From an optimization exercise on the open Yosys and OpenROAD flow, aimed at small area and a short achievable clock period; shortcuts taken in it are not production practice. Only simulation tests tie the RTL to the original design; equivalence was not proved. Power and IR drop assume default switching activity.

==> flow/design.v (excerpt) <==
module scarf_2_edge_counters
  ( input  logic        clk,
    input  logic        rst_n_sync,
    input  logic  [7:0] data_in,
    input  logic        data_in_valid,
    input  logic        data_in_finished,
    input  logic  [6:0] slave_id,
    input  logic        rnw,
    output logic  [7:0] read_data_out,
    input  logic        gpio_0_in,
    input  logic        gpio_1_in
    );
   parameter SLAVE_ID = 7'd03;
   logic        trig_out_0;
   logic        trig_out_1;
   logic  [3:0] cfg_trig_out;
   logic  [3:0] cfg_in_inv;
   logic  [3:0] enable;
   logic  [3:0] trig_enable;
   logic [31:0] d1_count_0, d2_count_0, d3_count_0;
   logic [31:0] d1_count_1, d2_count_1, d3_count_1;
   logic [31:0] d1_next_0, d2_next_0, d3_next_0;
   logic [31:0] d1_next_1, d2_next_1, d3_next_1;
   scarf_regmap_2_edge_counters
   # ( .SLAVE_ID( SLAVE_ID ) )
   u_scarf_regmap_4_edge_counters
     ( .clk,
       .rst_n_sync,
       .data_in,
       .data_in_valid,
       .data_in_finished,
       .slave_id,
       .rnw,
       .read_data_out,
       .cfg_trig_out,
       .cfg_in_inv,
       .enable,
       .trig_enable,
       .d1_next_0,
       .d2_next_0,
       .d3_next_0,
       .d1_next_1,
       .d2_next_1,
       .d3_next_1
      );
   edge_counter u_edge_counter_0
     ( .clk,
       .rst_n               (rst_n_sync),
       .gpio_in             (gpio_0_in),
       .enable              (enable[0]),
       .trig_enable         (trig_enable[0]),
       .trig_in             (trig_out_1),
       .trig_out            (trig_out_0),
       .cfg_trig_out        (cfg_trig_out[0]),
       .cfg_in_inv          (cfg_in_inv[0]),
       .d1_count            (d1_count_0),
       .d2_count            (d2_count_0),
       .d3_count            (d3_count_0),
       .d1_next             (d1_next_0),
       .d2_next             (d2_next_0),
       .d3_next             (d3_next_0)
       );
   edge_counter u_edge_counter_1
     ( .clk,
       .rst_n               (rst_n_sync),
       .gpio_in             (gpio_1_in),
       .enable              (enable[1]),
  ...
export LEC_CHECK = 0
export CAP_MARGIN = 20
export CORE_MARGIN = 2
export CORE_UTILIZATION = 40
export SETUP_SLACK_MARGIN = 2.9
export SLEW_MARGIN = 20
create_clock -name core_clock -period 6.0 [get_ports {clk}]
standard.sh (not shown) runs the stock make flow with config.mk's settings and CLKGATE_MAP_FILE= SYNTH_SCRIPT=/design/flow/synth_recipe.tcl, a recipe that flattens the netlist after the stock synthesis.
==> flow/flow/run.sh <==
#!/bin/bash
# Standard layout, with slow wide OR cells and AND cells (two-stage, inverting
# inside) added to the don't-use list so that synthesis maps the
# read-data logic to faster gates. Each tool's output stays in orfs/logs.
set -euo pipefail
EXTRA="sky130_fd_sc_hd__and4bb_1 sky130_fd_sc_hd__and4bb_2 sky130_fd_sc_hd__and4bb_4 sky130_fd_sc_hd__and4b_1 sky130_fd_sc_hd__and4b_2 sky130_fd_sc_hd__and4b_4 sky130_fd_sc_hd__and3b_1 sky130_fd_sc_hd__and3b_2 sky130_fd_sc_hd__and3b_4 sky130_fd_sc_hd__nor4bb_1 sky130_fd_sc_hd__nor4bb_2 sky130_fd_sc_hd__nor4bb_4 sky130_fd_sc_hd__nor4b_1 sky130_fd_sc_hd__nor4b_2 sky130_fd_sc_hd__nor4b_4 sky130_fd_sc_hd__nor3b_1 sky130_fd_sc_hd__nor3b_2 sky130_fd_sc_hd__nor3b_4 sky130_fd_sc_hd__and4_1 sky130_fd_sc_hd__and4_2 sky130_fd_sc_hd__and4_4 sky130_fd_sc_hd__and3_1 sky130_fd_sc_hd__and3_2 sky130_fd_sc_hd__and3_4 sky130_fd_sc_hd__or4_1 sky130_fd_sc_hd__or4_2 sky130_fd_sc_hd__or4_4 sky130_fd_sc_hd__or4b_1 sky130_fd_sc_hd__or4b_2 sky130_fd_sc_hd__or4b_4 sky130_fd_sc_hd__or4bb_1 sky130_fd_sc_hd__or4bb_2 sky130_fd_sc_hd__or4bb_4 sky130_fd_sc_hd__or3_1 sky130_fd_sc_hd__or3_2 sky130_fd_sc_hd__or3_4 sky130_fd_sc_hd__or3b_1 sky130_fd_sc_hd__or3b_2 sky130_fd_sc_hd__or3b_4"
PLATFORM_DONT_USE="sky130_fd_sc_hd__probe_p_8 sky130_fd_sc_hd__probec_p_8 sky130_fd_sc_hd__lpflow_bleeder_1 sky130_fd_sc_hd__lpflow_clkbufkapwr_1 sky130_fd_sc_hd__lpflow_clkbufkapwr_16 sky130_fd_sc_hd__lpflow_clkbufkapwr_2 sky130_fd_sc_hd__lpflow_clkbufkapwr_4 sky130_fd_sc_hd__lpflow_clkbufkapwr_8 sky130_fd_sc_hd__lpflow_clkinvkapwr_1 sky130_fd_sc_hd__lpflow_clkinvkapwr_16 sky130_fd_sc_hd__lpflow_clkinvkapwr_2 sky130_fd_sc_hd__lpflow_clkinvkapwr_4 sky130_fd_sc_hd__lpflow_clkinvkapwr_8 sky130_fd_sc_hd__lpflow_decapkapwr_12 sky130_fd_sc_hd__lpflow_decapkapwr_3 sky130_fd_sc_hd__lpflow_decapkapwr_4 sky130_fd_sc_hd__lpflow_decapkapwr_6 sky130_fd_sc_hd__lpflow_decapkapwr_8 sky130_fd_sc_hd__lpflow_inputiso0n_1 sky130_fd_sc_hd__lpflow_inputiso0p_1 sky130_fd_sc_hd__lpflow_inputiso1n_1 sky130_fd_sc_hd__lpflow_inputiso1p_1 sky130_fd_sc_hd__lpflow_inputisolatch_1 sky130_fd_sc_hd__lpflow_isobufsrc_1 sky130_fd_sc_hd__lpflow_isobufsrc_16 sky130_fd_sc_hd__lpflow_isobufsrc_2 sky130_fd_sc_hd__lpflow_isobufsrc_4 sky130_fd_sc_hd__lpflow_isobufsrc_8 sky130_fd_sc_hd__lpflow_isobufsrckapwr_16 sky130_fd_sc_hd__lpflow_lsbuf_lh_hl_isowell_tap_1 sky130_fd_sc_hd__lpflow_lsbuf_lh_hl_isowell_tap_2 sky130_fd_sc_hd__lpflow_lsbuf_lh_hl_isowell_tap_4 sky130_fd_sc_hd__lpflow_lsbuf_lh_isowell_4 sky130_fd_sc_hd__lpflow_lsbuf_lh_isowell_tap_1 sky130_fd_sc_hd__lpflow_lsbuf_lh_isowell_tap_2 sky130_fd_sc_hd__lpflow_lsbuf_lh_isowell_tap_4 "
bash standard.sh DONT_USE_CELLS="$PLATFORM_DONT_USE $EXTRA" finish > standard.log 2>&1
Next try:
Settings changed: CORE_UTILIZATION 40 to 35, CTS_BUF_LIST from default to sky130_fd_sc_hd__clkbuf_8, CTS_CLUSTER_DIAMETER from default to 50, CTS_CLUSTER_SIZE from default to 24, TNS_END_PERCENT from default to 5.
Result:
- The new run produced a clean layout
- utilization shrinks by 7.8 points
- fmax went down by 2.5%
- combinational power decreases by 7.2%
- setup slack gets worse by 0.087 ns
- total power falls by 6.1%
- critical path depth grows by 3
- global-route usage went down by 3.1 points
- final area is lower by 3.9%
- non-clock buffer count falls by 5
Next try:
Settings changed: CORE_UTILIZATION 35 to 40.
The new run completed with no timing, DRC or antenna violations.
Sequential share of layout area climbs by 1.1 points.
Sequential power hardly moves.
Total power hardly moves.
Wire length shrinks slightly.
Area after synthesis is unchanged.
Non-clock buffer count fell by 25.
Clock skew rises by 0.018 ns.
Worst setup slack improved by 0.018 ns.
Next try:
Settings changed: CTS_BUF_LIST sky130_fd_sc_hd__clkbuf_8 to default, CTS_CLUSTER_DIAMETER 50 to default, CTS_CLUSTER_SIZE 24 to default, TNS_END_PERCENT 5 to 1.
Power increases by 8.0%.
Worst setup slack gains 0.0037 ns.
Non-clock buffer count increases by 4.
Next try:
--- a/flow/flow/run.sh
+++ b/flow/flow/run.sh
@@ -4 +4,3 @@
-# read-data logic to faster gates. Each tool's output stays in orfs/logs.
+# read-data logic to faster gates. Every port still gets a buffer, as in the
+# standard flow, but a plain buf_8 rather than the resizer's pick (a slow
+# delay cell here). Each tool's output stays in orfs/logs.
@@ -8 +10 @@
-bash standard.sh DONT_USE_CELLS="$PLATFORM_DONT_USE $EXTRA" finish > standard.log 2>&1
+bash standard.sh DONT_USE_CELLS="$PLATFORM_DONT_USE $EXTRA" BUFFER_PORTS_ARGS="-buffer_cell sky130_fd_sc_hd__buf_8" finish > standard.log 2>&1
Settings changed: CTS_BUF_LIST from default to sky130_fd_sc_hd__clkbuf_8, CTS_CLUSTER_DIAMETER from default to 50, CTS_CLUSTER_SIZE from default to 24, TNS_END_PERCENT 1 to 5.
Effect: Die area stays the same. Non-clock buffer count rose by 3. Power came out lower by roughly a tenth. Clock skew rose by 0.029 ns. Clock-buffer cell count goes down by 10. Worst setup slack degrades by 0.055 ns. Final cell count stays flat. Final area came out lower slightly. Worst hold slack hardly moves. Via count went up slightly.

-- what the ideal ports hide --
The flow's constraints put no driver on any port. The routed layouts listed below were extracted and timed again, unchanged, in two steps. Step 1: set_driving_cell puts a clkbuf_16 on clk and a buf_2 on each other input, an assumption about the parent block. Step 2 moves the port delays by t, midway between the first and last clock arrival at a register: inputs arrive t later, outputs are due t later. That takes back most of the time a late clock gives input paths. a / b / c = ideal / step 1 / step 2; a / b = the first two.
run | t, ns | setup slack, ns | worst setup path after step 2 | worst register clock-pin slew, ns
the first run | 0.605 | 2.605 / 2.573 / 2.229 | input to register | 0.07 / 0.07
the second run | 0.639 | 2.518 / 2.537 / 1.904 | input to register | 0.09 / 0.09
the third run | 0.660 | 2.536 / 2.496 / 1.961 | input to register | 0.12 / 0.12
the fourth run | 0.604 | 2.540 / 2.510 / 2.009 | input to register | 0.07 / 0.07
the fifth run | 0.639 | 2.485 / 2.485 / 1.953 | input to register | 0.10 / 0.10
After both steps every run listed still meets setup and hold. For the second run, which loses most, drivers alone change the setup slack by +0.019 ns; drivers and shift together by -0.614 ns.
